This is an optimization exercise on Yosys and OpenROAD, whose aim is small area, a short achievable clock period and few clock cycles, not a production implementation.
Function was not checked in any run shown here: the RTL went through the layout flow alone.

==> flow/design.v (outline; a module is shown in full before it is edited, if it fits) <==
// module fp4_mul_wr: 10 lines
// module fp4_mul_wi: 12 lines
// module fp4_add: 302 lines
// module fp4_addsub2: 348 lines
// module fp4_butterfly: 20 lines
// module fp4_butterfly_w0: 14 lines
// module fp4_butterfly_w08: 19 lines
// module twiddle_factor: 15 lines
// module sdf_stage: 25 lines
// module fp4_fft: 108 lines
module fp4_fft #(
    parameter MAX_N = 32,
    parameter ADDR_WIDTH = $clog2(MAX_N)
)(
    input wire clk,
    input wire rst,
    input wire start,
    input wire [ADDR_WIDTH-1:0] N,  
    output reg done,
    output reg error,
    input wire [7:0] data_in,  
    input wire data_in_valid,  
    output reg [7:0] data_out,  
    output reg data_out_valid,  
    output reg fft_ready  
);
  // ...
==> flow/flow/run.sh <==
#!/bin/bash
set -e
cp standard.sh standard_sh_copy.txt
echo "export BUFFER_PORTS_ARGS = -buffer_cell sky130_fd_sc_hd__buf_4" >> "$FLOW_CONFIG"
bash standard.sh > standard_flow.log 2>&1
==> flow/standard.sh <==
#!/bin/bash
# synth_recipe.tcl (not shown) runs the flow's synth.tcl, then flattens the netlist and writes it again
# the make line also repeats each setting of config.mk as NAME=value (left out here)
make -C /OpenROAD-flow-scripts/flow DESIGN_CONFIG=/design/flow/config.mk WORK_HOME=/design/flow/orfs CLKGATE_MAP_FILE= SYNTH_SCRIPT=/design/flow/synth_recipe.tcl "${@:-finish}"
==> flow/config.mk <==
export PLATFORM = sky130hd
export DESIGN_NAME = fp4_fft
export DESIGN_NICKNAME = fp4_fft
export VERILOG_FILES = /design/flow/design.v
export SDC_FILE = /design/flow/constraint.sdc
export NUM_CORES = 4
export LEC_CHECK = 0
export ABC_AREA = 1
export CAP_MARGIN = 20
export CORE_MARGIN = 2
export CORE_UTILIZATION = 40
export SLEW_MARGIN = 20
export BUFFER_PORTS_ARGS = -buffer_cell sky130_fd_sc_hd__buf_4
==> flow/constraint.sdc <==
create_clock -name core_clock -period 20.0 [get_ports {clk}]
set_input_delay 4.0000 -clock core_clock [delete_from_list [all_inputs] [get_ports {clk}]]
set_output_delay 4.0000 -clock core_clock [all_outputs]
set_load 0.01 [all_outputs]
==> results by group, run 1 <==
Synth
  • Largest family of logic cells by synthesized area: simple AND/OR/NAND/NOR gates
  • Syn avg cell area: 8.926 µm²
  • Synth warn: 6
  • Synth Area in Simple Gates: 0.2206
  • Post-synthesis compound-gate area fraction: 0.1417
  • Number of distinct library cells after synthesis: 73

Clock network
  • Htree depth: 1
  • CTS root buffer: clkbuf_16
  • Total CTS buffers: 27
  • Clock latency (worst-skew pair): 0.57 ns

STA
  • PnR worst setup slack: 14.77 ns
  • Worst hold slack: between 0.4 and 0.5 ns
  • Worst-Margin Slew: 0.9591 ns

Worst setup path
  • Slowest CP cell: dfstp_2
  • Number of cells on the critical path: 1
  • Reg-to-reg setup timing slack: 14.81 ns

Floorplanning
  • Die Area: 39,120 µm²
  • Core ar.: roughly 37,000 µm²

Detailed routing
  • # DRC: 0
  • Highest Signal Layer: met5
  • Metal2 WL: 15.89 mm
  • DR WL met3: around 1.3 mm

Cells and area
  • Buffers outside the clock class: 31
  • Sequential cells: 246
  • Post-route insts no fill: 2,202
  • Biggest regs: st8.dl: 64 flops, rv1: 56 flops, st4.dl: 32 flops
  • Most frequent cells in the layout: nand2_1 (434), edfxtp_1 (224), inv_1 (190)
  • Post-route design area: approximately 17,000 µm²
  • N_diodes: 0

Run status
  • Status: no timing/DRC/antenna violations

Hold path
  • Critical hold path startpoint: st4.dl[7]
  • Worst Hold Endpoint: st4.dl[15]

Placement
  • Place WS: ~15 ns
  • Port Buffers: 28

GRT
  • Total track usage: 0.1760
  • Busiest grt layer: met2
==> module fp4_butterfly, before the edit <==
module fp4_butterfly(
    input [7:0] A,
    input [7:0] B,
    input [2:0] widx,
    output [7:0] X,
    output [7:0] Y
);
    wire [1:0] wr, wi;
    twiddle_factor tw (.idx(widx), .wr(wr), .wi(wi));
    wire [3:0] br_wr, bi_wi, br_wi, bi_wr;
    fp4_mul_wr m1 (.x(B[7:4]), .wr(wr), .out(br_wr));
    fp4_mul_wi m2 (.x(B[3:0]), .wi(wi), .out(bi_wi));
    fp4_mul_wi m3 (.x(B[7:4]), .wi(wi), .out(br_wi));
    fp4_mul_wr m4 (.x(B[3:0]), .wr(wr), .out(bi_wr));
    wire [3:0] p_re, p_im;
    fp4_add s1 (.a(br_wr), .b({~bi_wi[3], bi_wi[2:0]}), .out(p_re));
    fp4_add a1 (.a(br_wi), .b(bi_wr), .out(p_im));
    fp4_addsub2 xr (.a(A[7:4]), .p(p_re), .x(X[7:4]), .y(Y[7:4]));
    fp4_addsub2 xi (.a(A[3:0]), .p(p_im), .x(X[3:0]), .y(Y[3:0]));
endmodule
==> module fp4_butterfly_w0, before the edit <==
module fp4_butterfly_w0(
    input [7:0] A,
    input [7:0] B,
    output [7:0] X,
    output [7:0] Y
);
    wire [3:0] br = (B[7:4] == 4'h8) ? 4'h0 : B[7:4];
    wire [3:0] bi = (B[3:0] == 4'h8) ? 4'h0 : B[3:0];
    wire [3:0] p_re, p_im;
    fp4_add s1 (.a(br), .b(4'h8), .out(p_re));
    fp4_add a1 (.a(4'h0), .b(bi), .out(p_im));
    fp4_addsub2 xr (.a(A[7:4]), .p(p_re), .x(X[7:4]), .y(Y[7:4]));
    fp4_addsub2 xi (.a(A[3:0]), .p(p_im), .x(X[3:0]), .y(Y[3:0]));
endmodule
==> module fp4_butterfly_w08, before the edit <==
module fp4_butterfly_w08(
    input [7:0] A,
    input [7:0] B,
    input w8,
    output [7:0] X,
    output [7:0] Y
);
    wire [3:0] br = (B[7:4] == 4'h8) ? 4'h0 : B[7:4];
    wire [3:0] bi = (B[3:0] == 4'h8) ? 4'h0 : B[3:0];
    wire [3:0] re0, im0, re8, im8;
    fp4_add s0 (.a(br), .b(4'h8), .out(re0));
    fp4_add a0 (.a(4'h0), .b(bi), .out(im0));
    fp4_add s8 (.a(4'h0), .b({~bi[3], bi[2:0]}), .out(re8));
    fp4_add a8 (.a(br), .b(4'h0), .out(im8));
    wire [3:0] p_re = w8 ? re8 : re0;
    wire [3:0] p_im = w8 ? im8 : im0;
    fp4_addsub2 xr (.a(A[7:4]), .p(p_re), .x(X[7:4]), .y(Y[7:4]));
    fp4_addsub2 xi (.a(A[3:0]), .p(p_im), .x(X[3:0]), .y(Y[3:0]));
endmodule
==> module fp4_fft, before the edit <==
module fp4_fft #(
    parameter MAX_N = 32,
    parameter ADDR_WIDTH = $clog2(MAX_N)
)(
    input wire clk,
    input wire rst,
    input wire start,
    input wire [ADDR_WIDTH-1:0] N,  
    output reg done,
    output reg error,
    input wire [7:0] data_in,  
    input wire data_in_valid,  
    output reg [7:0] data_out,  
    output reg data_out_valid,  
    output reg fft_ready  
);
    reg n16, n8;
    always @(posedge clk) begin
        n16 <= (N == 5'd16);
        n8 <= (N == 5'd8);
    end
    wire [3:0] mask = n16 ? 4'hf : n8 ? 4'h7 : 4'h3;
    reg in_frame;  
    reg [3:0] c;  
    reg [1:0] fv;  
    reg en;  
    wire start_now = data_in_valid & ~in_frame & fft_ready;
    wire adv = in_frame ? data_in_valid : 1'b1;
    wire [3:0] cur = start_now ? 4'd0 : c;
    wire last = in_frame & data_in_valid & ((c & mask) == mask);
    wire wrap = adv & ((cur & mask) == mask);
    wire in_frame_n = start_now | (in_frame & ~last);
    wire [3:0] c_n = adv ? cur + 4'd1 : c;
    wire [3:0] r = n16 ? 4'd12 : n8 ? 4'd5 : 4'd2;
    wire [3:0] cm = c & mask;
    wire out_v = (cm >= r) ? fv[0] : fv[1];
    always @(posedge clk or negedge rst) begin
        if (!rst) begin
            in_frame <= 1'b0;
            c <= 4'd0;
            fv <= 2'b00;
            fft_ready <= 1'b1;
            done <= 1'b0;
            error <= 1'b0;
            data_out_valid <= 1'b0;
            en <= 1'b0;
        end else begin
            en <= adv;
            in_frame <= in_frame_n;
            c <= c_n;
            fft_ready <= ~in_frame_n & ((c_n & mask) == 4'd0);
            done <= last;
            error <= start & ((N == 5'd0) | ((N & (N - 5'd1)) != 5'd0));
            data_out_valid <= en & out_v;
            if (adv & wrap)
                fv <= {fv[0], in_frame};
            else if (en & (cm == r - 4'd1))
                fv[1] <= 1'b0;  
        end
    end
    reg [7:0] in_reg, o8, o4, o2;
    wire [7:0] s8, s4, s2, s1;
    wire [3:0] l0 = c - 4'd1;
    wire [3:0] l1 = n16 ? c - 4'd10 : c - 4'd1;
    wire [3:0] l2 = n16 ? c - 4'd15 : n8 ? c - 4'd6 : c - 4'd1;
    wire [3:0] l3 = n16 ? c - 4'd2 : n8 ? c - 4'd9 : c - 4'd4;
    wire [3:0] l4 = n16 ? c - 4'd3 : n8 ? c - 4'd10 : c - 4'd5;
    wire [3:0] l5 = c - 4'd10;
    wire [2:0] k4 = n16 ? {l1[3], 2'b00} : 3'd0;
    wire [2:0] k2 = n16 ? {l2[2], l2[3], 1'b0} : n8 ? {l2[2], 2'b00} : 3'd0;
    wire [2:0] k1 = n16 ? {l3[1], l3[2], l3[3]} : n8 ? {l3[1], l3[2], 1'b0} : {l3[1], 2'b00};
    wire [7:0] a8, a4, a2, a1, x8, y8, x4, y4, x2, y2, x1, y1;
    wire [7:0] b4 = n16 ? o8 : in_reg;
    wire [7:0] b2 = n16 | n8 ? o4 : in_reg;
    fp4_butterfly_w0 bf8 (.A(a8), .B(in_reg), .X(x8), .Y(y8));
    fp4_butterfly_w08 bf4 (.A(a4), .B(b4), .w8(k4[2]), .X(x4), .Y(y4));
    fp4_butterfly bf2 (.A(a2), .B(b2), .widx(k2), .X(x2), .Y(y2));
    fp4_butterfly bf1 (.A(a1), .B(o2), .widx(k1), .X(x1), .Y(y1));
    sdf_stage #(.D(8)) st8 (.clk(clk), .en(en), .phase(l0[3]), .s_in(in_reg),
                            .X(x8), .Y(y8), .A(a8), .s_out(s8));
    sdf_stage #(.D(4)) st4 (.clk(clk), .en(en), .phase(l1[2]), .s_in(b4),
                            .X(x4), .Y(y4), .A(a4), .s_out(s4));
    sdf_stage #(.D(2)) st2 (.clk(clk), .en(en), .phase(l2[1]), .s_in(b2),
                            .X(x2), .Y(y2), .A(a2), .s_out(s2));
    sdf_stage #(.D(1)) st1 (.clk(clk), .en(en), .phase(l3[0]), .s_in(o2),
                            .X(x1), .Y(y1), .A(a1), .s_out(s1));
    reg [55:0] rv1;
    reg [15:0] rv2;
    wire [7:0] tap1 = n16 ? rv1[55:48] : n8 ? rv1[23:16] : rv1[7:0];
    wire hi4 = n16 ? l4[3] : n8 ? l4[2] : l4[1];
    wire cond1 = hi4 & ~l4[0];
    wire [7:0] q1 = cond1 ? s1 : tap1;
    wire cond2 = l5[2] & ~l5[1];
    wire [7:0] q2 = cond2 ? q1 : rv2[15:8];
    wire [7:0] q = n16 ? q2 : q1;
    always @(posedge clk)
        in_reg <= data_in;
    always @(posedge clk) begin
        if (en) begin
            o8 <= s8;
            o4 <= s4;
            o2 <= s2;
            rv1 <= {rv1[47:0], cond1 ? tap1 : s1};
            rv2 <= {rv2[7:0], cond2 ? rv2[15:8] : q1};
            data_out <= q;
        end
    end
endmodule
==> run 2, diff against run 1 <==
--- a/flow/design.v
+++ b/flow/design.v
@@ -1,23 +1,1051 @@
-module fp4_mul_wr(
-    input [3:0] x,
-    input [1:0] wr,
-    output [3:0] out
-);
-    wire nz = x[2:1] != 2'b00;
-    wire [3:0] one = (x == 4'h8) ? 4'h0 : x;
-    wire [3:0] half = {x[3] & nz, x[2:1] == 2'b11, x[2:1] == 2'b10, x[2:1] == 2'b01};
-    assign out = wr[1] ? 4'h0 : wr[0] ? half : one;
+module fp4_cmul_w(br, bi, widx, p_re, p_im);
+  input [3:0] br;
+  wire [3:0] br;
+  input [3:0] bi;
+  wire [3:0] bi;
+  input [2:0] widx;
+  wire [2:0] widx;
+  output [3:0] p_re;
+  wire [3:0] p_re;
+  output [3:0] p_im;
+  wire [3:0] p_im;
+  wire _000_;
+  wire _001_;
+  wire _002_;
+  wire _003_;
+  wire _004_;
+  wire _005_;
+  wire _006_;
+  wire _007_;
+  wire _008_;
+  wire _009_;
+  wire _010_;
+  wire _011_;
+  wire _012_;
+  wire _013_;
+  wire _014_;
+  wire _015_;
+  wire _016_;
+  wire _017_;
+  wire _018_;
+  wire _019_;
+  wire _020_;
+  wire _021_;
+  wire _022_;
+  wire _023_;
+  wire _024_;
+  wire _025_;
+  wire _026_;
+  wire _027_;
+  wire _028_;
+  wire _029_;
+  wire _030_;
+  wire _031_;
+  wire _032_;
+  wire _033_;
+  wire _034_;
+  wire _035_;
+  wire _036_;
+  wire _037_;
+  wire _038_;
+  wire _039_;
+  wire _040_;
+  wire _041_;
+  wire _042_;
+  wire _043_;
+  wire _044_;
+  wire _045_;
+  wire _046_;
+  wire _047_;
+  wire _048_;
+  wire _049_;
+  wire _050_;
+  wire _051_;
+  wire _052_;
+  wire _053_;
+  wire _054_;
+  wire _055_;
+  wire _056_;
+  wire _057_;
+  wire _058_;
+  wire _059_;
+  wire _060_;
+  wire _061_;
+  wire _062_;
+  wire _063_;
+  wire _064_;
+  wire _065_;
+  wire _066_;
+  wire _067_;
+  wire _068_;
+  wire _069_;
+  wire _070_;
+  wire _071_;
+  wire _072_;
+  wire _073_;
+  wire _074_;
+  wire _075_;
+  wire _076_;
+  wire _077_;
+  wire _078_;
+  wire _079_;
+  wire _080_;
+  wire _081_;
+  wire _082_;
+  wire _083_;
+  wire _084_;
+  wire _085_;
+  wire _086_;
+  wire _087_;
+  wire _088_;
+  wire _089_;
+  wire _090_;
+  wire _091_;
+  wire _092_;
+  wire _093_;
+  wire _094_;
+  wire _095_;
+  wire _096_;
+  wire _097_;
+  wire _098_;
+  wire _099_;
+  wire _100_;
+  wire _101_;
+  wire _102_;
+  wire _103_;
+  wire _104_;
+  wire _105_;
+  wire _106_;
+  wire _107_;
+  wire _108_;
+  wire _109_;
+  wire _110_;
+  wire _111_;
+  wire _112_;
+  wire _113_;
+  wire _114_;
+  wire _115_;
+  wire _116_;
+  wire _117_;
+  wire _118_;
+  wire _119_;
+  wire _120_;
+  wire _121_;
+  wire _122_;
+  wire _123_;
+  wire _124_;
+  wire _125_;
+  wire _126_;
+  wire _127_;
+  wire _128_;
+  wire _129_;
+  wire _130_;
+  wire _131_;
+  wire _132_;
+  wire _133_;
+  wire _134_;
+  wire _135_;
+  wire _136_;
+  wire _137_;
+  wire _138_;
+  wire _139_;
+  wire _140_;
+  wire _141_;
+  wire _142_;
+  wire _143_;
+  wire _144_;
+  wire _145_;
+  wire _146_;
+  wire _147_;
+  wire _148_;
+  wire _149_;
+  wire _150_;
+  wire _151_;
+  wire _152_;
+  wire _153_;
+  wire _154_;
+  wire _155_;
+  wire _156_;
+  wire _157_;
+  wire _158_;
+  wire _159_;
+  wire _160_;
+  wire _161_;
+  wire _162_;
+  wire _163_;
+  wire _164_;
+  wire _165_;
+  wire _166_;
+  wire _167_;
+  wire _168_;
+  wire _169_;
+  wire _170_;
+  wire _171_;
+  wire _172_;
+  wire _173_;
+  wire _174_;
+  wire _175_;
+  wire _176_;
+  wire _177_;
+  wire _178_;
+  wire _179_;
+  wire _180_;
+  wire _181_;
+  wire _182_;
+  wire _183_;
+  wire _184_;
+  wire _185_;
+  wire _186_;
+  wire _187_;
+  wire _188_;
+  wire _189_;
+  wire _190_;
+  wire _191_;
+  wire _192_;
+  wire _193_;
+  wire _194_;
+  wire _195_;
+  wire _196_;
+  wire _197_;
+  wire _198_;
+  wire _199_;
+  wire _200_;
+  wire _201_;
+  wire _202_;
+  wire _203_;
+  wire _204_;
+  wire _205_;
+  wire _206_;
+  wire _207_;
+  wire _208_;
+  wire _209_;
+  wire _210_;
+  wire _211_;
+  wire _212_;
+  wire _213_;
+  wire _214_;
+  wire _215_;
+  wire _216_;
+  wire _217_;
+  wire _218_;
+  wire _219_;
+  wire _220_;
+  wire _221_;
+  wire _222_;
+  wire _223_;
+  wire _224_;
+  wire _225_;
+  wire _226_;
+  wire _227_;
+  wire _228_;
+  wire _229_;
+  wire _230_;
+  wire _231_;
+  wire _232_;
+  wire _233_;
+  wire _234_;
+  wire _235_;
+  wire _236_;
+  wire _237_;
+  wire _238_;
+  wire _239_;
+  wire _240_;
+  wire _241_;
+  wire _242_;
+  wire _243_;
+  wire _244_;
+  wire _245_;
+  wire _246_;
+  wire _247_;
+  wire _248_;
+  wire _249_;
+  wire _250_;
+  wire _251_;
+  wire _252_;
+  wire _253_;
+  wire _254_;
+  wire _255_;
+  wire _256_;
+  wire _257_;
+  wire _258_;
+  wire _259_;
+  wire _260_;
+  wire _261_;
+  wire _262_;
+  wire _263_;
+  wire _264_;
+  wire _265_;
+  wire _266_;
+  wire _267_;
+  wire _268_;
+  wire _269_;
+  wire _270_;
+  wire _271_;
+  wire _272_;
+  wire _273_;
+  wire _274_;
+  wire _275_;
+  wire _276_;
+  wire _277_;
+  wire _278_;
+  wire _279_;
+  wire _280_;
+  wire _281_;
+  wire _282_;
+  wire _283_;
+  wire _284_;
+  wire _285_;
+  wire _286_;
+  wire _287_;
+  wire _288_;
+  wire _289_;
+  wire _290_;
+  wire _291_;
+  wire _292_;
+  wire _293_;
+  wire _294_;
+  wire _295_;
+  wire _296_;
+  wire _297_;
+  wire _298_;
+  wire _299_;
+  wire [3:0] \a1.out ;
+  wire [3:0] \a1.result ;
+  wire [2:0] \a1.sig_l ;
+  wire [2:0] \a1.sig_s ;
+  wire [2:0] \a1.sig_s_unaligned ;
+  wire \a1.sub ;
+  wire [3:0] \m1.x ;
+  wire [3:0] \m2.half ;
+  wire [3:0] \m2.mhalf ;
+  wire [3:0] \m2.x ;
+  wire [3:0] \m3.half ;
+  wire [3:0] \m3.x ;
+  wire [3:0] \m4.half ;
+  wire [3:0] \m4.x ;
+  wire [3:0] \s1.out ;
+  wire [3:0] \s1.result ;
+  wire [2:0] \s1.sig_l ;
+  wire [2:0] \s1.sig_s ;
+  wire [2:0] \s1.sig_s_unaligned ;
+  wire \s1.sub ;
+  wire [2:0] \tw.idx ;
+  assign _097_ = ~widx[2];
+  assign _108_ = widx[1] & _097_;
+  assign _119_ = _108_ & widx[0];
+  assign _130_ = ~_119_;
+  assign _141_ = ~widx[1];
+  assign _152_ = _141_ & widx[2];
+  assign _163_ = ~_152_;
+  assign _174_ = _163_ & _130_;
+  assign _183_ = ~widx[0];
+  assign _194_ = _183_ & widx[1];
+  assign _205_ = ~_194_;
+  assign _216_ = _205_ & _174_;
+  assign _226_ = _216_ & bi[1];
+  assign _233_ = ~_226_;
+  assign _234_ = _183_ & _141_;
+  assign _235_ = ~_234_;
+  assign _236_ = _235_ & bi[2];
+  assign _237_ = ~_236_;
+  assign _238_ = _237_ & _233_;
+  assign _239_ = ~_238_;
+  assign _240_ = _235_ & br[2];
+  assign _241_ = ~_240_;
+  assign _242_ = ~_174_;
+  assign _243_ = _242_ & br[1];
+  assign _244_ = ~_243_;
+  assign _245_ = _244_ & _241_;
+  assign _246_ = ~_245_;
+  assign _247_ = _246_ & _239_;
+  assign _248_ = ~_247_;
+  assign _249_ = _235_ & br[1];
+  assign _250_ = ~_249_;
+  assign _251_ = _250_ & _174_;
+  assign _252_ = ~_251_;
+  assign _253_ = _252_ & br[2];
+  assign _254_ = ~_253_;
+  assign _255_ = ~_216_;
+  assign _256_ = _235_ & bi[1];
+  assign _257_ = ~_256_;
+  assign _258_ = _257_ & _255_;
+  assign _259_ = ~_258_;
+  assign _260_ = _259_ & bi[2];
+  assign _261_ = ~_260_;
+  assign _262_ = _261_ & _254_;
+  assign _263_ = _262_ & _248_;
+  assign _264_ = ~_263_;
+  assign _265_ = ~_262_;
+  assign _266_ = _260_ & _253_;
+  assign _267_ = ~_266_;
+  assign _268_ = _267_ & _265_;
+  assign _269_ = ~_268_;
+  assign _270_ = _243_ & br[2];
+  assign _271_ = ~_270_;
+  assign _272_ = _216_ & bi[2];
+  assign _273_ = _272_ & bi[1];
+  assign _274_ = ~_273_;
+  assign _275_ = _274_ & _271_;
+  assign _276_ = _275_ & _269_;
+  assign _277_ = ~_276_;
+  assign _278_ = ~br[1];
+  assign _279_ = _278_ & _183_;
+  assign _280_ = ~_279_;
+  assign _281_ = br[1] & widx[0];
+  assign _282_ = ~_281_;
+  assign _283_ = _282_ & bi[1];
+  assign _284_ = _283_ & _280_;
+  assign _285_ = ~_284_;
+  assign _286_ = ~bi[1];
+  assign _287_ = _281_ & _286_;
+  assign _288_ = ~_287_;
+  assign _289_ = _288_ & _285_;
+  assign _290_ = _289_ & _247_;
+  assign _291_ = ~_290_;
+  assign _292_ = _242_ & br[0];
+  assign _293_ = ~_292_;
+  assign _294_ = _249_ & _245_;
+  assign _295_ = ~_294_;
+  assign _296_ = _295_ & _293_;
+  assign _297_ = ~_296_;
+  assign _298_ = _245_ & _238_;
+  assign _299_ = _216_ & bi[0];
+  assign _000_ = ~_299_;
+  assign _001_ = _000_ & _257_;
+  assign _002_ = ~_001_;
+  assign _003_ = _002_ & _298_;
+  assign _004_ = _003_ & _297_;
+  assign _005_ = ~_004_;
+  assign _006_ = _005_ & _291_;
+  assign _007_ = ~_006_;
+  assign _008_ = ~_272_;
+  assign _009_ = _254_ & _239_;
+  assign _010_ = ~_009_;
+  assign _011_ = _010_ & _008_;
+  assign _012_ = ~_011_;
+  assign _013_ = _012_ & _000_;
+  assign _014_ = ~_013_;
+  assign _015_ = ~_003_;
+  assign _016_ = _011_ & _015_;
+  assign _017_ = _016_ & _296_;
+  assign _018_ = ~_017_;
+  assign _019_ = _018_ & _014_;
+  assign _020_ = ~br[3];
+  assign _021_ = _020_ & bi[3];
+  assign _022_ = ~_021_;
+  assign _023_ = ~bi[3];
+  assign _024_ = br[3] & _023_;
+  assign _025_ = ~_024_;
+  assign _026_ = _025_ & _022_;
+  assign _027_ = ~_026_;
+  assign _028_ = _027_ & _019_;
+  assign _029_ = ~_028_;
+  assign _030_ = ~_019_;
+  assign _031_ = _026_ & _030_;
+  assign _032_ = ~_031_;
+  assign _033_ = _032_ & _029_;
+  assign _034_ = ~_033_;
+  assign _035_ = _034_ & _007_;
+  assign _036_ = ~_035_;
+  assign _037_ = _036_ & _277_;
+  assign _038_ = ~_037_;
+  assign _039_ = _038_ & _247_;
+  assign _040_ = ~_275_;
+  assign _041_ = _026_ & _040_;
+  assign _042_ = ~_041_;
+  assign _043_ = _027_ & _275_;
+  assign _044_ = ~_043_;
+  assign _045_ = _044_ & _042_;
+  assign _046_ = _045_ & _039_;
+  assign _047_ = ~_046_;
+  assign _048_ = _047_ & _264_;
+  assign _049_ = ~_048_;
+  assign _050_ = _030_ & _007_;
+  assign _051_ = ~_050_;
+  assign _052_ = _019_ & _006_;
+  assign _053_ = ~_052_;
+  assign _054_ = _053_ & _051_;
+  assign _055_ = ~_054_;
+  assign _056_ = _055_ & _298_;
+  assign _057_ = ~_056_;
+  assign _058_ = _057_ & _049_;
+  assign p_im[2] = ~_058_;
+  assign _059_ = _298_ & _262_;
+  assign _060_ = _059_ & _036_;
+  assign _061_ = ~_060_;
+  assign _062_ = _061_ & _047_;
+  assign _063_ = ~_062_;
+  assign _064_ = _063_ & _054_;
+  assign _065_ = ~_064_;
+  assign _066_ = _262_ & _247_;
+  assign _067_ = ~_066_;
+  assign _068_ = _067_ & _065_;
+  assign _069_ = _035_ & _040_;
+  assign _070_ = ~_069_;
+  assign _071_ = _037_ & _275_;
+  assign _072_ = ~_071_;
+  assign _073_ = _072_ & _070_;
+  assign p_im[1] = _073_ & _068_;
+  assign _074_ = ~_039_;
+  assign _075_ = ~_059_;
+  assign _076_ = _075_ & _055_;
+  assign p_im[0] = _076_ & _074_;
+  assign _077_ = _242_ & bi[1];
+  assign _078_ = ~_077_;
+  assign _079_ = _257_ & _174_;
+  assign _080_ = _079_ & _236_;
+  assign _081_ = ~_080_;
+  assign _082_ = _081_ & _078_;
+  assign _083_ = ~_082_;
+  assign _084_ = _216_ & br[1];
+  assign _085_ = ~_084_;
+  assign _086_ = _085_ & _241_;
+  assign _087_ = ~_086_;
+  assign _088_ = ~_079_;
+  assign _089_ = _088_ & bi[2];
+  assign _090_ = ~_089_;
+  assign _091_ = _090_ & _087_;
+  assign _092_ = ~_091_;
+  assign _093_ = _216_ & br[2];
+  assign _094_ = ~_093_;
+  assign _095_ = _094_ & _092_;
+  assign _096_ = _095_ & _083_;
+  assign _098_ = ~_096_;
+  assign _099_ = ~_095_;
+  assign _100_ = _250_ & _255_;
+  assign _101_ = ~_100_;
+  assign _102_ = _101_ & _085_;
+  assign _103_ = ~_102_;
+  assign _104_ = _103_ & _099_;
+  assign _105_ = ~_104_;
+  assign _106_ = _105_ & _098_;
+  assign _107_ = _090_ & _082_;
+  assign _109_ = _216_ & br[0];
+  assign _110_ = ~_109_;
+  assign _111_ = _086_ & _249_;
+  assign _112_ = ~_111_;
+  assign _113_ = _112_ & _110_;
+  assign _114_ = ~_113_;
+  assign _115_ = _087_ & _082_;
+  assign _116_ = ~_289_;
+  assign _117_ = _089_ & _116_;
+  assign _118_ = _117_ & _115_;
+  assign _120_ = ~_118_;
+  assign _121_ = ~_115_;
+  assign _122_ = _101_ & br[2];
+  assign _123_ = ~_122_;
+  assign _124_ = _123_ & _090_;
+  assign _125_ = _124_ & _121_;
+  assign _126_ = _125_ & _098_;
+  assign _127_ = ~_126_;
+  assign _128_ = _127_ & _120_;
+  assign _129_ = ~_128_;
+  assign _131_ = _129_ & _114_;
+  assign _132_ = _242_ & bi[0];
+  assign _133_ = ~_132_;
+  assign _134_ = _107_ & _256_;
+  assign _135_ = ~_134_;
+  assign _136_ = _135_ & _133_;
+  assign _137_ = ~_136_;
+  assign _138_ = _137_ & _131_;
+  assign _139_ = ~_138_;
+  assign _140_ = _139_ & _107_;
+  assign _142_ = ~_140_;
+  assign _143_ = _142_ & _026_;
+  assign _144_ = ~_143_;
+  assign _145_ = ~_107_;
+  assign _146_ = _087_ & _289_;
+  assign _147_ = _146_ & _145_;
+  assign _148_ = _113_ & _099_;
+  assign _149_ = ~_148_;
+  assign _150_ = ~_131_;
+  assign _151_ = _150_ & _095_;
+  assign _153_ = _151_ & _136_;
+  assign _154_ = ~_153_;
+  assign _155_ = _154_ & _149_;
+  assign _156_ = _155_ & _147_;
+  assign _157_ = ~_156_;
+  assign _158_ = ~_147_;
+  assign _159_ = ~_155_;
+  assign _160_ = _159_ & _158_;
+  assign _161_ = ~_160_;
+  assign _162_ = _161_ & _157_;
+  assign _164_ = _162_ & _139_;
+  assign _165_ = ~_164_;
+  assign _166_ = _165_ & _144_;
+  assign _167_ = ~_166_;
+  assign _168_ = _159_ & _026_;
+  assign _169_ = ~_168_;
+  assign _170_ = _169_ & _147_;
+  assign _171_ = _170_ & _167_;
+  assign _172_ = ~_171_;
+  assign _173_ = _172_ & _128_;
+  assign _175_ = ~_173_;
+  assign _176_ = _175_ & _167_;
+  assign _177_ = ~_176_;
+  assign _178_ = _177_ & _106_;
+  assign _179_ = ~_178_;
+  assign _180_ = ~_106_;
+  assign _181_ = _175_ & _180_;
+  assign _182_ = ~_181_;
+  assign p_re[1] = _182_ & _179_;
+  assign p_re[0] = _173_ & _162_;
+  assign _184_ = ~p_re[1];
+  assign _185_ = ~_124_;
+  assign _186_ = _144_ & _106_;
+  assign _187_ = ~_186_;
+  assign _188_ = _143_ & _180_;
+  assign _189_ = ~_188_;
+  assign _190_ = _189_ & _187_;
+  assign _191_ = ~_190_;
+  assign _192_ = _191_ & _175_;
+  assign _193_ = ~_192_;
+  assign _195_ = _193_ & _185_;
+  assign _196_ = ~_195_;
+  assign _197_ = _191_ & _124_;
+  assign _198_ = _197_ & _176_;
+  assign _199_ = ~_198_;
+  assign _200_ = _199_ & _196_;
+  assign _201_ = _200_ & _184_;
+  assign _202_ = ~_201_;
+  assign _203_ = ~_151_;
+  assign _204_ = _203_ & _020_;
+  assign _206_ = ~_204_;
+  assign _207_ = _235_ & _023_;
+  assign _208_ = ~_207_;
+  assign _209_ = _234_ & bi[3];
+  assign _210_ = ~_209_;
+  assign _211_ = _210_ & _208_;
+  assign _212_ = ~_211_;
+  assign _213_ = _212_ & _151_;
+  assign _214_ = ~_213_;
+  assign _215_ = _214_ & _206_;
+  assign p_re[3] = _215_ & _202_;
+  assign _217_ = ~_068_;
+  assign _218_ = _217_ & _058_;
+  assign _219_ = ~_218_;
+  assign _220_ = ~_016_;
+  assign _221_ = _220_ & _023_;
+  assign _222_ = ~_221_;
+  assign _223_ = _235_ & br[3];
+  assign _224_ = ~_223_;
+  assign _225_ = _234_ & _020_;
+  assign _227_ = ~_225_;
+  assign _228_ = _227_ & _224_;
+  assign _229_ = ~_228_;
+  assign _230_ = _229_ & _016_;
+  assign _231_ = ~_230_;
+  assign _232_ = _231_ & _222_;
+  assign p_im[3] = _232_ & _219_;
+  assign p_re[2] = ~_200_;
+  assign \s1.sub  = 1'h1;
+  assign \s1.out  = p_re;
+  assign \s1.sig_l [2] = 1'h0;
+  assign \s1.sig_s_unaligned [2] = 1'h0;
+  assign \s1.sig_s [2] = 1'h0;
+  assign \s1.result  = p_re;
+  assign \m4.x  = bi;
+  assign \m4.half [2:0] = \m2.half [2:0];
+  assign \m3.x  = br;
+  assign \m3.half [3] = 1'hx;
+  assign \a1.result  = p_im;
+  assign \a1.sig_s [2] = 1'h0;
+  assign \a1.sig_s_unaligned [2] = 1'h0;
+  assign \m2.x  = bi;
+  assign \m2.half [3] = 1'hx;
+  assign \m2.mhalf [2:0] = \m2.half [2:0];
+  assign \a1.sig_l [2] = 1'h0;
+  assign \m1.x  = br;
+  assign \tw.idx  = widx;
+  assign \a1.out  = p_im;
+  assign \a1.sub  = 1'h0;
 endmodule
-module fp4_mul_wi(
-    input [3:0] x,
-    input [1:0] wi,
-    output [3:0] out
-);
-    wire nz = x[2:1] != 2'b00;
-    wire [3:0] one = (x == 4'h8) ? 4'h0 : x;
-    wire [3:0] half = {x[3] & nz, x[2:1] == 2'b11, x[2:1] == 2'b10, x[2:1] == 2'b01};
-    wire [3:0] mhalf = {~x[3] & nz, half[2:0]};
-    wire [3:0] mone = (x[2:0] == 3'b000) ? 4'h0 : {~x[3], x[2:0]};
-    assign out = (wi == 2'd0) ? 4'h0 : (wi == 2'd1) ? mhalf : (wi == 2'd2) ? mone : one;
+module fp4_cmul_w2(br, bi, w, p_re, p_im);
+  input [3:0] br;
+  wire [3:0] br;
+  input [3:0] bi;
+  wire [3:0] bi;
+  input [1:0] w;
+  wire [1:0] w;
+  output [3:0] p_re;
+  wire [3:0] p_re;
+  output [3:0] p_im;
+  wire [3:0] p_im;
+  wire _000_;
+  wire _001_;
+  wire _002_;
+  wire _003_;
+  wire _004_;
+  wire _005_;
+  wire _006_;
+  wire _007_;
+  wire _008_;
+  wire _009_;
+  wire _010_;
+  wire _011_;
+  wire _012_;
+  wire _013_;
+  wire _014_;
+  wire _015_;
+  wire _016_;
+  wire _017_;
+  wire _018_;
+  wire _019_;
+  wire _020_;
+  wire _021_;
+  wire _022_;
+  wire _023_;
+  wire _024_;
+  wire _025_;
+  wire _026_;
+  wire _027_;
+  wire _028_;
+  wire _029_;
+  wire _030_;
+  wire _031_;
+  wire _032_;
+  wire _033_;
+  wire _034_;
+  wire _035_;
+  wire _036_;
+  wire _037_;
+  wire _038_;
+  wire _039_;
+  wire _040_;
+  wire _041_;
+  wire _042_;
+  wire _043_;
+  wire _044_;
+  wire _045_;
+  wire _046_;
+  wire _047_;
+  wire _048_;
+  wire _049_;
+  wire _050_;
+  wire _051_;
+  wire _052_;
+  wire _053_;
+  wire _054_;
+  wire _055_;
+  wire _056_;
+  wire _057_;
+  wire _058_;
+  wire _059_;
+  wire _060_;
+  wire _061_;
+  wire _062_;
+  wire _063_;
+  wire _064_;
+  wire _065_;
+  wire _066_;
+  wire _067_;
+  wire _068_;
+  wire _069_;
+  wire _070_;
+  wire _071_;
+  wire _072_;
+  wire _073_;
+  wire _074_;
+  wire _075_;
+  wire _076_;
+  wire _077_;
+  wire _078_;
+  wire _079_;
+  wire _080_;
+  wire _081_;
+  wire _082_;
+  wire _083_;
+  wire _084_;
+  wire _085_;
+  wire _086_;
+  wire _087_;
+  wire _088_;
+  wire _089_;
+  wire _090_;
+  wire _091_;
+  wire _092_;
+  wire _093_;
+  wire _094_;
+  wire _095_;
+  wire _096_;
+  wire _097_;
+  wire _098_;
+  wire _099_;
+  wire _100_;
+  wire _101_;
+  wire _102_;
+  wire _103_;
+  wire _104_;
+  wire _105_;
+  wire _106_;
+  wire _107_;
+  wire _108_;
+  wire _109_;
+  wire _110_;
+  wire _111_;
+  wire _112_;
+  wire _113_;
+  wire _114_;
+  wire _115_;
+  wire _116_;
+  wire _117_;
+  wire _118_;
+  wire _119_;
+  wire _120_;
+  wire _121_;
+  wire _122_;
+  wire _123_;
+  wire _124_;
+  wire _125_;
+  wire _126_;
+  wire _127_;
+  wire _128_;
+  wire _129_;
+  wire _130_;
+  wire _131_;
+  wire _132_;
+  wire _133_;
+  wire _134_;
+  wire _135_;
+  wire _136_;
+  wire _137_;
+  wire _138_;
+  wire _139_;
+  wire _140_;
+  wire _141_;
+  wire _142_;
+  wire _143_;
+  wire _144_;
+  wire _145_;
+  wire _146_;
+  wire _147_;
+  wire _148_;
+  wire _149_;
+  wire _150_;
+  wire _151_;
+  wire _152_;
+  wire _153_;
+  wire _154_;
+  wire _155_;
+  wire _156_;
+  wire _157_;
+  wire [3:0] \u.a1.out ;
+  wire [3:0] \u.a1.result ;
+  wire [2:0] \u.a1.sig_l ;
+  wire [2:0] \u.a1.sig_s ;
+  wire [2:0] \u.a1.sig_s_unaligned ;
+  wire \u.a1.sub ;
+  wire [3:0] \u.bi ;
+  wire [3:0] \u.br ;
+  wire [3:0] \u.m1.x ;
+  wire [3:0] \u.m2.half ;
+  wire [3:0] \u.m2.mhalf ;
+  wire [3:0] \u.m2.x ;
+  wire [3:0] \u.m3.half ;
+  wire [3:0] \u.m3.x ;
+  wire [3:0] \u.m4.half ;
+  wire [3:0] \u.m4.x ;
+  wire [3:0] \u.p_im ;
+  wire [3:0] \u.p_re ;
+  wire [3:0] \u.s1.out ;
+  wire [3:0] \u.s1.result ;
+  wire [2:0] \u.s1.sig_l ;
+  wire [2:0] \u.s1.sig_s ;
+  wire [2:0] \u.s1.sig_s_unaligned ;
+  wire \u.s1.sub ;
+  wire [2:0] \u.tw.idx ;
+  wire [2:0] \u.widx ;
+  assign _077_ = br[1] & br[2];
+  assign _078_ = ~_077_;
+  assign _079_ = bi[2] & bi[1];
+  assign _080_ = ~_079_;
+  assign _081_ = bi[2] & br[2];
+  assign _082_ = ~_081_;
+  assign _083_ = _082_ & _080_;
+  assign _084_ = _083_ & _078_;
+  assign _085_ = ~_084_;
+  assign _086_ = _085_ & w[0];
+  assign _087_ = ~_086_;
+  assign _088_ = bi[1] & br[1];
+  assign _089_ = ~_088_;
+  assign _090_ = _089_ & w[0];
+  assign _091_ = ~_090_;
+  assign _092_ = _091_ & bi[2];
+  assign _093_ = ~_092_;
+  assign _094_ = ~br[3];
+  assign _095_ = ~bi[3];
+  assign _096_ = _095_ & _094_;
+  assign _097_ = ~_096_;
+  assign _098_ = bi[3] & br[3];
+  assign _099_ = ~_098_;
+  assign _100_ = _099_ & _097_;
+  assign _101_ = ~bi[2];
+  assign _102_ = _089_ & _101_;
+  assign _103_ = ~_102_;
+  assign _104_ = _103_ & _100_;
+  assign _105_ = _104_ & _093_;
+  assign _106_ = ~_105_;
+  assign _107_ = ~br[2];
+  assign _108_ = _101_ & _107_;
+  assign _109_ = ~_108_;
+  assign _110_ = _109_ & _082_;
+  assign _111_ = ~_110_;
+  assign _112_ = _111_ & w[0];
+  assign _113_ = ~_112_;
+  assign _114_ = ~bi[1];
+  assign _115_ = ~w[0];
+  assign _116_ = ~w[1];
+  assign _117_ = _116_ & _115_;
+  assign _118_ = _117_ & _114_;
+  assign _119_ = ~_118_;
+  assign _120_ = ~br[1];
+  assign _121_ = w[1] & _115_;
+  assign _122_ = _121_ & _120_;
+  assign _123_ = ~_122_;
+  assign _124_ = _123_ & _119_;
+  assign _125_ = _124_ & _113_;
+  assign _126_ = ~_125_;
+  assign _127_ = _126_ & _106_;
+  assign _128_ = _127_ & _086_;
+  assign _129_ = ~_128_;
+  assign _130_ = _114_ & _120_;
+  assign _131_ = ~_130_;
+  assign _132_ = _131_ & _089_;
+  assign _133_ = _132_ & _112_;
+  assign _134_ = ~_133_;
+  assign _135_ = _117_ & br[0];
+  assign _136_ = ~_135_;
+  assign _137_ = _121_ & bi[0];
+  assign _138_ = ~_137_;
+  assign _139_ = _138_ & _136_;
+  assign _140_ = _139_ & _134_;
+  assign _141_ = _140_ & _129_;
+  assign _142_ = ~_141_;
+  assign _143_ = ~_100_;
+  assign _144_ = _128_ & _143_;
+  assign _145_ = ~_144_;
+  assign _146_ = ~_127_;
+  assign _147_ = _146_ & _087_;
+  assign _148_ = ~_147_;
+  assign _149_ = _148_ & _145_;
+  assign _150_ = _131_ & _091_;
+  assign _151_ = _150_ & _149_;
+  assign _152_ = ~_151_;
+  assign _153_ = ~_149_;
+  assign _154_ = ~_132_;
+  assign _155_ = _154_ & _115_;
+  assign _156_ = ~_155_;
+  assign _157_ = _156_ & _091_;
+  assign _000_ = ~_157_;
+  assign _001_ = _000_ & _153_;
+  assign _002_ = ~_001_;
+  assign _003_ = _002_ & _152_;
+  assign _004_ = _003_ & _142_;
+  assign _005_ = _004_ & _087_;
+  assign _006_ = ~_005_;
+  assign _007_ = _117_ & br[2];
+  assign _008_ = ~_007_;
+  assign _009_ = _121_ & bi[2];
+  assign _010_ = ~_009_;
+  assign _011_ = _010_ & _008_;
+  assign _012_ = _100_ & _081_;
+  assign _013_ = ~_012_;
+  assign _014_ = _013_ & _086_;
+  assign _015_ = ~_014_;
+  assign _016_ = _015_ & _011_;
+  assign _017_ = _016_ & _006_;
+  assign p_re[2] = ~_017_;
+  assign _018_ = _011_ & _004_;
+  assign _019_ = ~_018_;
+  assign _020_ = ~_003_;
+  assign _021_ = _020_ & _087_;
+  assign _022_ = ~_021_;
+  assign _023_ = _022_ & _019_;
+  assign p_re[1] = ~_023_;
+  assign _024_ = ~_140_;
+  assign p_re[0] = _019_ & _024_;
+  assign _025_ = _117_ & bi[2];
+  assign _026_ = ~_025_;
+  assign _027_ = _121_ & br[2];
+  assign _028_ = ~_027_;
+  assign _029_ = _028_ & _026_;
+  assign _030_ = _029_ & _127_;
+  assign _031_ = _117_ & bi[0];
+  assign _032_ = ~_031_;
+  assign _033_ = _121_ & br[0];
+  assign _034_ = ~_033_;
+  assign _035_ = _034_ & _032_;
+  assign _036_ = _035_ & _134_;
+  assign _037_ = _036_ & _013_;
+  assign _038_ = _037_ & _030_;
+  assign _039_ = ~_038_;
+  assign _040_ = _029_ & _153_;
+  assign _041_ = ~_040_;
+  assign p_im[2] = _041_ & _039_;
+  assign _042_ = ~_030_;
+  assign _043_ = _042_ & _149_;
+  assign _044_ = ~_043_;
+  assign p_im[1] = _044_ & _039_;
+  assign _045_ = ~_036_;
+  assign p_im[0] = _045_ & _042_;
+  assign _046_ = _023_ & _017_;
+  assign _047_ = ~_046_;
+  assign _048_ = _080_ & br[2];
+  assign _049_ = ~_048_;
+  assign _050_ = _101_ & _114_;
+  assign _051_ = ~_050_;
+  assign _052_ = _051_ & w[0];
+  assign _053_ = _052_ & _049_;
+  assign _054_ = _053_ & _095_;
+  assign _055_ = ~_054_;
+  assign _056_ = _121_ & _095_;
+  assign _057_ = ~_056_;
+  assign _058_ = ~_053_;
+  assign _059_ = ~_121_;
+  assign _060_ = _059_ & br[3];
+  assign _061_ = ~_060_;
+  assign _062_ = _061_ & _058_;
+  assign _063_ = _062_ & _057_;
+  assign _064_ = ~_063_;
+  assign _065_ = _064_ & _055_;
+  assign p_re[3] = _065_ & _047_;
+  assign _066_ = ~_117_;
+  assign _067_ = _058_ & _066_;
+  assign _068_ = ~_067_;
+  assign _069_ = _068_ & bi[3];
+  assign _070_ = ~_069_;
+  assign _071_ = _094_ & _115_;
+  assign _072_ = ~_071_;
+  assign _073_ = _072_ & _062_;
+  assign _074_ = ~_073_;
+  assign _075_ = _074_ & _070_;
+  assign _076_ = ~_075_;
+  assign p_im[3] = _076_ & _039_;
+  assign \u.s1.sig_l [2] = 1'h0;
+  assign \u.s1.sig_s_unaligned [2] = 1'h0;
+  assign \u.s1.sig_s [2] = 1'h0;
+  assign \u.m2.x  = bi;
+  assign \u.m2.half [3] = 1'hx;
+  assign \u.m2.mhalf [2:0] = \u.m2.half [2:0];
+  assign \u.s1.result  = p_re;
+  assign \u.m3.half [3] = 1'hx;
+  assign \u.m3.x  = br;
+  assign \u.s1.out  = p_re;
+  assign \u.m1.x  = br;
+  assign \u.s1.sub  = 1'h1;
+  assign \u.m4.half [2:0] = \u.m2.half [2:0];
+  assign \u.m4.x  = bi;
+  assign \u.tw.idx  = { w, 1'h0 };
+  assign \u.p_im  = p_im;
+  assign \u.p_re  = p_re;
+  assign \u.widx  = { w, 1'h0 };
+  assign \u.bi  = bi;
+  assign \u.br  = br;
+  assign \u.a1.result  = p_im;
+  assign \u.a1.sig_s [2] = 1'h0;
+  assign \u.a1.sig_s_unaligned [2] = 1'h0;
+  assign \u.a1.sig_l [2] = 1'h0;
+  assign \u.a1.out  = p_im;
+  assign \u.a1.sub  = 1'h0;
 endmodule
 module fp4_add(a, b, out);
@@ -678,17 +1706,28 @@
     output [7:0] Y
 );
-    wire [1:0] wr, wi;
-    twiddle_factor tw (.idx(widx), .wr(wr), .wi(wi));
-    wire [3:0] br_wr, bi_wi, br_wi, bi_wr;
-    fp4_mul_wr m1 (.x(B[7:4]), .wr(wr), .out(br_wr));
-    fp4_mul_wi m2 (.x(B[3:0]), .wi(wi), .out(bi_wi));
-    fp4_mul_wi m3 (.x(B[7:4]), .wi(wi), .out(br_wi));
-    fp4_mul_wr m4 (.x(B[3:0]), .wr(wr), .out(bi_wr));
     wire [3:0] p_re, p_im;
-    fp4_add s1 (.a(br_wr), .b({~bi_wi[3], bi_wi[2:0]}), .out(p_re));
-    fp4_add a1 (.a(br_wi), .b(bi_wr), .out(p_im));
+    fp4_cmul_w cm (.br(B[7:4]), .bi(B[3:0]), .widx(widx), .p_re(p_re), .p_im(p_im));
     fp4_addsub2 xr (.a(A[7:4]), .p(p_re), .x(X[7:4]), .y(Y[7:4]));
     fp4_addsub2 xi (.a(A[3:0]), .p(p_im), .x(X[3:0]), .y(Y[3:0]));
 endmodule
+module fp4_butterfly_w2(
+    input [7:0] A,
+    input [7:0] B,
+    input [1:0] w,
+    output [7:0] X,
+    output [7:0] Y
+);
+    wire [3:0] p_re, p_im;
+    fp4_cmul_w2 cm (.br(B[7:4]), .bi(B[3:0]), .w(w), .p_re(p_re), .p_im(p_im));
+    fp4_addsub2 xr (.a(A[7:4]), .p(p_re), .x(X[7:4]), .y(Y[7:4]));
+    fp4_addsub2 xi (.a(A[3:0]), .p(p_im), .x(X[3:0]), .y(Y[3:0]));
+endmodule
+module fp4_z(
+    input [3:0] x,
+    output [3:0] y
+);
+    wire sub = (x[2:1] == 2'b00);
+    assign y = {x[3] & (x[2:0] != 3'b000), x[2] | (sub & x[0]), x[1] | (sub & x[0]), x[0] & ~sub};
+endmodule
 module fp4_butterfly_w0(
     input [7:0] A,
@@ -697,9 +1736,7 @@
     output [7:0] Y
 );
-    wire [3:0] br = (B[7:4] == 4'h8) ? 4'h0 : B[7:4];
-    wire [3:0] bi = (B[3:0] == 4'h8) ? 4'h0 : B[3:0];
     wire [3:0] p_re, p_im;
-    fp4_add s1 (.a(br), .b(4'h8), .out(p_re));
-    fp4_add a1 (.a(4'h0), .b(bi), .out(p_im));
+    fp4_z zr (.x(B[7:4]), .y(p_re));
+    fp4_z zi (.x(B[3:0]), .y(p_im));
     fp4_addsub2 xr (.a(A[7:4]), .p(p_re), .x(X[7:4]), .y(Y[7:4]));
     fp4_addsub2 xi (.a(A[3:0]), .p(p_im), .x(X[3:0]), .y(Y[3:0]));
@@ -712,31 +1749,12 @@
     output [7:0] Y
 );
-    wire [3:0] br = (B[7:4] == 4'h8) ? 4'h0 : B[7:4];
-    wire [3:0] bi = (B[3:0] == 4'h8) ? 4'h0 : B[3:0];
-    wire [3:0] re0, im0, re8, im8;
-    fp4_add s0 (.a(br), .b(4'h8), .out(re0));
-    fp4_add a0 (.a(4'h0), .b(bi), .out(im0));
-    fp4_add s8 (.a(4'h0), .b({~bi[3], bi[2:0]}), .out(re8));
-    fp4_add a8 (.a(br), .b(4'h0), .out(im8));
-    wire [3:0] p_re = w8 ? re8 : re0;
-    wire [3:0] p_im = w8 ? im8 : im0;
+    wire [3:0] zr, zi;
+    fp4_z u_r (.x(B[7:4]), .y(zr));
+    fp4_z u_i (.x(B[3:0]), .y(zi));
+    wire [3:0] p_re = w8 ? {zi[3] ^ (zi != 4'h0), zi[2:0]} : zr;
+    wire [3:0] p_im = w8 ? zr : zi;
     fp4_addsub2 xr (.a(A[7:4]), .p(p_re), .x(X[7:4]), .y(Y[7:4]));
     fp4_addsub2 xi (.a(A[3:0]), .p(p_im), .x(X[3:0]), .y(Y[3:0]));
 endmodule
-module twiddle_factor (
-    input [2:0] idx,
-    output reg [1:0] wr,
-    output reg [1:0] wi
-);
-    always @(*) begin
-        case (idx)
-            3'd0: begin wr = 2'd0; wi = 2'd0; end
-            3'd1, 3'd7: begin wr = 2'd0; wi = 2'd1; end
-            3'd2, 3'd6: begin wr = 2'd1; wi = 2'd1; end
-            3'd3, 3'd5: begin wr = 2'd1; wi = 2'd2; end
-            default: begin wr = 2'd2; wi = 2'd3; end
-        endcase
-    end
-endmodule
 module sdf_stage #(
     parameter D = 8
@@ -786,8 +1804,38 @@
     end
     wire [3:0] mask = n16 ? 4'hf : n8 ? 4'h7 : 4'h3;
+    function [14:0] stage_ctl;
+        input [3:0] x;
+        input m16, m8;
+        reg [3:0] l0, l1, l2, l3, l4, l5, cm, r;
+        reg hi4;
+        begin
+            l0 = x - 4'd1;
+            l1 = m16 ? x - 4'd10 : x - 4'd1;
+            l2 = m16 ? x - 4'd15 : m8 ? x - 4'd6 : x - 4'd1;
+            l3 = m16 ? x - 4'd2 : m8 ? x - 4'd9 : x - 4'd4;
+            l4 = m16 ? x - 4'd3 : m8 ? x - 4'd10 : x - 4'd5;
+            l5 = x - 4'd10;
+            hi4 = m16 ? l4[3] : m8 ? l4[2] : l4[1];
+            cm = x & (m16 ? 4'hf : m8 ? 4'h7 : 4'h3);
+            r = m16 ? 4'd12 : m8 ? 4'd5 : 4'd2;
+            stage_ctl[14] = l0[3];
+            stage_ctl[13] = l1[2];
+            stage_ctl[12] = l2[1];
+            stage_ctl[11] = l3[0];
+            stage_ctl[10] = m16 & l1[3];
+            stage_ctl[9:8] = m16 ? {l2[2], l2[3]} : m8 ? {l2[2], 1'b0} : 2'b00;
+            stage_ctl[7:5] = m16 ? {l3[1], l3[2], l3[3]} : m8 ? {l3[1], l3[2], 1'b0} : {l3[1], 2'b00};
+            stage_ctl[4] = hi4 & ~l4[0];
+            stage_ctl[3] = l5[2] & ~l5[1];
+            stage_ctl[2] = (cm >= r);
+            stage_ctl[1] = (cm == r - 4'd1);
+            stage_ctl[0] = 1'b0;
+        end
+    endfunction
     reg in_frame;  
     reg [3:0] c;  
     reg [1:0] fv;  
     reg en;  
+    reg [14:0] ctl;  
     wire start_now = data_in_valid & ~in_frame & fft_ready;
     wire adv = in_frame ? data_in_valid : 1'b1;
@@ -797,7 +1845,16 @@
     wire in_frame_n = start_now | (in_frame & ~last);
     wire [3:0] c_n = adv ? cur + 4'd1 : c;
-    wire [3:0] r = n16 ? 4'd12 : n8 ? 4'd5 : 4'd2;
-    wire [3:0] cm = c & mask;
-    wire out_v = (cm >= r) ? fv[0] : fv[1];
+    wire p16 = (N == 5'd16);
+    wire p8 = (N == 5'd8);
+    wire [14:0] ctl_inc = stage_ctl(c + 4'd1, p16, p8);
+    wire [14:0] ctl_one = stage_ctl(4'd1, p16, p8);
+    always @(posedge clk)
+        ctl <= ~adv ? ctl : start_now ? ctl_one : ctl_inc;
+    wire ph8 = ctl[14], ph4 = ctl[13], ph2 = ctl[12], ph1 = ctl[11];
+    wire k4 = ctl[10];
+    wire [1:0] k2 = ctl[9:8];
+    wire [2:0] k1 = ctl[7:5];
+    wire cond1 = ctl[4], cond2 = ctl[3];
+    wire out_v = ctl[2] ? fv[0] : fv[1];
     always @(posedge clk or negedge rst) begin
         if (!rst) begin
@@ -811,14 +1868,14 @@
             en <= 1'b0;
         end else begin
-            en <= adv;
             in_frame <= in_frame_n;
             c <= c_n;
+            en <= adv;
             fft_ready <= ~in_frame_n & ((c_n & mask) == 4'd0);
             done <= last;
             error <= start & ((N == 5'd0) | ((N & (N - 5'd1)) != 5'd0));
             data_out_valid <= en & out_v;
-            if (adv & wrap)
+            if (wrap)
                 fv <= {fv[0], in_frame};
-            else if (en & (cm == r - 4'd1))
+            else if (en & ctl[1])
                 fv[1] <= 1'b0;  
         end
@@ -826,35 +1883,23 @@
     reg [7:0] in_reg, o8, o4, o2;
     wire [7:0] s8, s4, s2, s1;
-    wire [3:0] l0 = c - 4'd1;
-    wire [3:0] l1 = n16 ? c - 4'd10 : c - 4'd1;
-    wire [3:0] l2 = n16 ? c - 4'd15 : n8 ? c - 4'd6 : c - 4'd1;
-    wire [3:0] l3 = n16 ? c - 4'd2 : n8 ? c - 4'd9 : c - 4'd4;
-    wire [3:0] l4 = n16 ? c - 4'd3 : n8 ? c - 4'd10 : c - 4'd5;
-    wire [3:0] l5 = c - 4'd10;
-    wire [2:0] k4 = n16 ? {l1[3], 2'b00} : 3'd0;
-    wire [2:0] k2 = n16 ? {l2[2], l2[3], 1'b0} : n8 ? {l2[2], 2'b00} : 3'd0;
-    wire [2:0] k1 = n16 ? {l3[1], l3[2], l3[3]} : n8 ? {l3[1], l3[2], 1'b0} : {l3[1], 2'b00};
     wire [7:0] a8, a4, a2, a1, x8, y8, x4, y4, x2, y2, x1, y1;
     wire [7:0] b4 = n16 ? o8 : in_reg;
     wire [7:0] b2 = n16 | n8 ? o4 : in_reg;
     fp4_butterfly_w0 bf8 (.A(a8), .B(in_reg), .X(x8), .Y(y8));
-    fp4_butterfly_w08 bf4 (.A(a4), .B(b4), .w8(k4[2]), .X(x4), .Y(y4));
-    fp4_butterfly bf2 (.A(a2), .B(b2), .widx(k2), .X(x2), .Y(y2));
+    fp4_butterfly_w08 bf4 (.A(a4), .B(b4), .w8(k4), .X(x4), .Y(y4));
+    fp4_butterfly_w2 bf2 (.A(a2), .B(b2), .w(k2), .X(x2), .Y(y2));
     fp4_butterfly bf1 (.A(a1), .B(o2), .widx(k1), .X(x1), .Y(y1));
-    sdf_stage #(.D(8)) st8 (.clk(clk), .en(en), .phase(l0[3]), .s_in(in_reg),
+    sdf_stage #(.D(8)) st8 (.clk(clk), .en(en), .phase(ph8), .s_in(in_reg),
                             .X(x8), .Y(y8), .A(a8), .s_out(s8));
-    sdf_stage #(.D(4)) st4 (.clk(clk), .en(en), .phase(l1[2]), .s_in(b4),
+    sdf_stage #(.D(4)) st4 (.clk(clk), .en(en), .phase(ph4), .s_in(b4),
                             .X(x4), .Y(y4), .A(a4), .s_out(s4));
-    sdf_stage #(.D(2)) st2 (.clk(clk), .en(en), .phase(l2[1]), .s_in(b2),
+    sdf_stage #(.D(2)) st2 (.clk(clk), .en(en), .phase(ph2), .s_in(b2),
                             .X(x2), .Y(y2), .A(a2), .s_out(s2));
-    sdf_stage #(.D(1)) st1 (.clk(clk), .en(en), .phase(l3[0]), .s_in(o2),
+    sdf_stage #(.D(1)) st1 (.clk(clk), .en(en), .phase(ph1), .s_in(o2),
                             .X(x1), .Y(y1), .A(a1), .s_out(s1));
     reg [55:0] rv1;
     reg [15:0] rv2;
     wire [7:0] tap1 = n16 ? rv1[55:48] : n8 ? rv1[23:16] : rv1[7:0];
-    wire hi4 = n16 ? l4[3] : n8 ? l4[2] : l4[1];
-    wire cond1 = hi4 & ~l4[0];
     wire [7:0] q1 = cond1 ? s1 : tap1;
-    wire cond2 = l5[2] & ~l5[1];
     wire [7:0] q2 = cond2 ? q1 : rv2[15:8];
     wire [7:0] q = n16 ? q2 : q1;
==> run 2 against run 1 <==
Still clean. Cell area shrank 3.7%. Register-to-register slack improved by 0.32 ns. Clock skew is 0.016 ns lower. Setup slack worse by 0.15 ns. Critical path depth increased by 8. Die area is 4.5% lower. Fmax decreased by 2.7%. Core utilization barely moved. Global-route usage decreased by 1.6 points. Non-clock buffer count is 2 higher.
==> results by group, run 2 <==
Run status
  • Status: no timing/DRC/antenna violations

STA
  • Hold Violations, Final: 0
  • Clock Skew: 0.02634 ns
  • Max Slew Vio Count: 0
  • RSZ-0062 raised after global routing: false
  • Worst-Margin Slew: 0.9690 ns (+0.009894 ns)
  • Max Fclk: roughly 190 MHz
  • Fin Setup TNS: 0 ns
  • Crit share post-route: 0.2689
  • Final min period: 5.377 ns
  • Slew HR: 0.3540
  • # setup viols final: 0

Synth
  • Syn avg cell area: 9.305 µm² (+4.3%)
  • Count leader, synth: nand2_1
  • Top FF cell, synth: edfxtp_1
  • Flops & latches, synth: 260
  • Synthesized netlist cell count: 1,540
  • Largest cells by area after synthesis: edfxtp_1 (50%), nand2_1 (10%), ha_1 (6.9%)
  • Synth area leader: edfxtp_1
  • Sequential fraction of the synthesis area: 0.5337
  • Synth warn: 5 (-1)
  • Yosys top cell area share: 0.4987
  • Fraction of registers with async set/reset: 0.04615
  • Synth Cell Area: 14,330 µm²
  • Net Count, Synth: around 1.6k
  • Number of distinct library cells after synthesis: 60 (-18%)
  • Commonest cells in the netlist: nand2_1 (381), edfxtp_1 (238), inv_1 (211), o21ai_0 (136), nor2_1 (92)
  • Number of synthesized flops with an enable pin: 238

Placement
  • Detailed placement HPWL: about 22 mm
  • Port Buffers: 28 (unchanged)
  • Routability congestion estimate: 0.8812

Run
  • Max-cap viol count: 0

Cells and area
  • Max reg flops: 64
  • Biggest regs: st8.dl: 64 flops, rv1: 56 flops, st4.dl: 32 flops
  • # fillers: 3,396
  • Most common cell after layout, fill and taps aside: nand2_1
  • Final net count: 1,680
  • Share of layout cells above drive strength 1: 0.09645
  • Synth-to-Final Area Change: 11.66%
  • Reg with most FFs: st8.dl
  • Most frequent cells in the layout: nand2_1 (381), edfxtp_1 (238), inv_1 (211)
  • N_diodes: 0 (unchanged)

GRT
  • Busiest grt layer: met2
  • Met2 track demand over resource: 0.2541
  • Met1 Usage GRT: 0.2308
  • Initial antenna violation count: 0
  • Vias in the first global route: 9,855
  • Largest net degree at the start of global routing: 77
  • Total track usage: 0.1604 (-0.01559)
  • First-pass GRT wire length: between 40 and 50 mm
  • Gr ovfl total: 0
  • Met3 Use GR: 0.01987

Worst setup path
  • Setup Crit Path Kind: in -> reg
  • Worst Path Arrival: 5.71 ns
  • Setup crit start: N[0]
  • Startpoint Class: input pin
  • Reg-to-reg setup timing slack: 15.13 ns (+0.32 ns)
  • Critical path fanouts, max: 9
  • Worst setup EP type: flip-flop
  • Worst Path Required: approximately 20 ns
  • Reg-to-reg endpoint: st2.dl[3]
  • R2R cell count: 26
  • Critical Path Sink: ctl[2]
  • FF-to-FF Start: n8

Clock network
  • CTS tree: done
  • Htree depth: 1 (unchanged)
  • Clk slew on worst S/H paths: 0.07 ns
  • Cts repair resizes: 0
  • Total CTS buffers: 29 (+7.4%)
  • CTS root buffer: clkbuf_16
  • Clock latency (worst-skew pair): 0.56 ns (about the same)
  • Hold_buf cts: 0
  • Clk sinks: 260
  • Clock Path Buffers: 3
  • Postcts setup bufs: 0

Detailed routing
  • Starting DRT DRC Count: 686
  • Initial DRT Pass Iterations: 5
  • Vias after detailed routing: approximately 10k
  • Vias/cell: 5.074
  • WL final: a little over 30 mm
  • # DRC: 0 (unchanged)
  • Routed len/inst: 14.74 µm
  • Detail Route Antenna Nets: 0

Hold path
  • HP Class: reg -> reg

Floorplanning
  • Die Area: 37,360 µm² (-4.5%)
  • Core ar.: 35,400 µm² (-3.8%)
  • # rows: 69
  • Boundary pin count: 29
  • Initial Utilization: 0.4048
  • Chip width: 193.3 µm
  • Die H: 193.3 µm
run 2: layout make-up:
| cell class | count | area, µm² | area share |
|---|---|---|---|
| clock inverters | 12 | 141.4 | 0.008836 |
| repair buffers | 33 | 247.7 | 0.01548 |
| flip-flops and latches | 260 | 7652 | 0.4783 |
| inverters | 230 | 863.3 | 0.05396 |
| multi-input cells | 1030 | 5724 | 0.3578 |
| clock buffers | 42 | 794.5 | 0.04966 |
| well taps | 461 | 576.8 | 0.03605 |
run 2: kinds of logic after synthesis:
| family | after synthesis | share of synthesized area |
|---|---|---|
| mux | 3 | 0.002096 |
| xor+xnor | 23 | 0.01563 |
| compound gates | 314 | 0.1318 |
| simple gates | 611 | 0.1809 |
| buf+inv | 250 | 0.06679 |
| flops | 260 | 0.5337 |
| fa+ha+maj | 79 | 0.06898 |
run 2: metal layers:
layer / wire, µm / part of all wire / vias to the layer above
met3: 1387 / 0.046 / 57
met2: 13510 / 0.44 / 223
met5: 0 / 0 / -
li1: - / - / 5316
met4: 867 / 0.028 / 0
met1: 14710 / 0.48 / 4897
run 2: stage by stage:
stage | utilization | instance area (µm²) | setup WS, ns | hold WS (ns) | std cells
2_1_floorplan | - | 14330 | 14.29 | 0.4003 | 1540
3_3_place_gp | 0.4256 | 15060 | 14.12 | 0.4007 | 2014
3_5_place_dp | 0.4256 | 15060 | 14.02 | 0.4045 | 2014
4_1_cts | 0.4520 | 16000 | 14.62 | 0.3957 | 2068
5_1_grt | 0.4520 | 16000 | 14.41 | 0.4095 | 2068
6_report | 0.4520 | 16000 | 14.62 | 0.4007 | 2068
run 2: critical path, stage by stage:
cell,delay [ns]
buf_4,0.11
nor2_1,0.17
nand2_1,0.10
nor2_1,0.45
nor2_1,0.18
inv_1,0.14
ha_1,0.14
a21oi_1,0.06
a2111oi_0,0.35
run 2: worst min path at each step:
stage	from	to	slack [ns]	depth (start not counted)
5_1_grt	st2.dl[0]	st2.dl[8]	0.41	0
2_1_floorplan	rv1[8]	rv1[16]	0.40	0
4_1_cts	st2.dl[0]	st2.dl[8]	0.40	0
3_3_place_gp	rv2[6]	rv2[14]	0.40	0
6_report	st2.dl[0]	st2.dl[8]	0.40	0
3_5_place_dp	rv1[33]	rv1[41]	0.40	0

[separate check: timing with driven ports]
Ports are ideal in the flow. The routed layouts listed here were re-timed in OpenROAD. Step 1 assumes that a clkbuf_16 drives the clock port and a buf_2 every other input. Step 2 adds t to the input delays and takes it off the output delays; t is the mean of the earliest and latest rising clock arrival at the registers after step 1. Input paths then give back, and output paths get back, about the clock's delay inside the block. Slacks: no drivers / after step 1 / after step 2; pairs: no drivers / after step 1.
| run | t (ns) | setup WS [ns] | worst setup path at the end | worst data-port slew with drivers (ns) | cell pins on the clock port's net |
|---|---|---|---|---|---|
| run 1 | 0.599 | 14.770 / 14.718 / 14.539 | input to register | 0.04 | 1 |
| run 2 | 0.589 | 14.623 / 14.645 / 14.056 | input to register | 0.07 | 1 |
After both steps setup and hold are still met in every run listed. The setup slack of run 2, which loses most, moves by +0.022 ns with the drivers and by -0.567 ns with both steps.
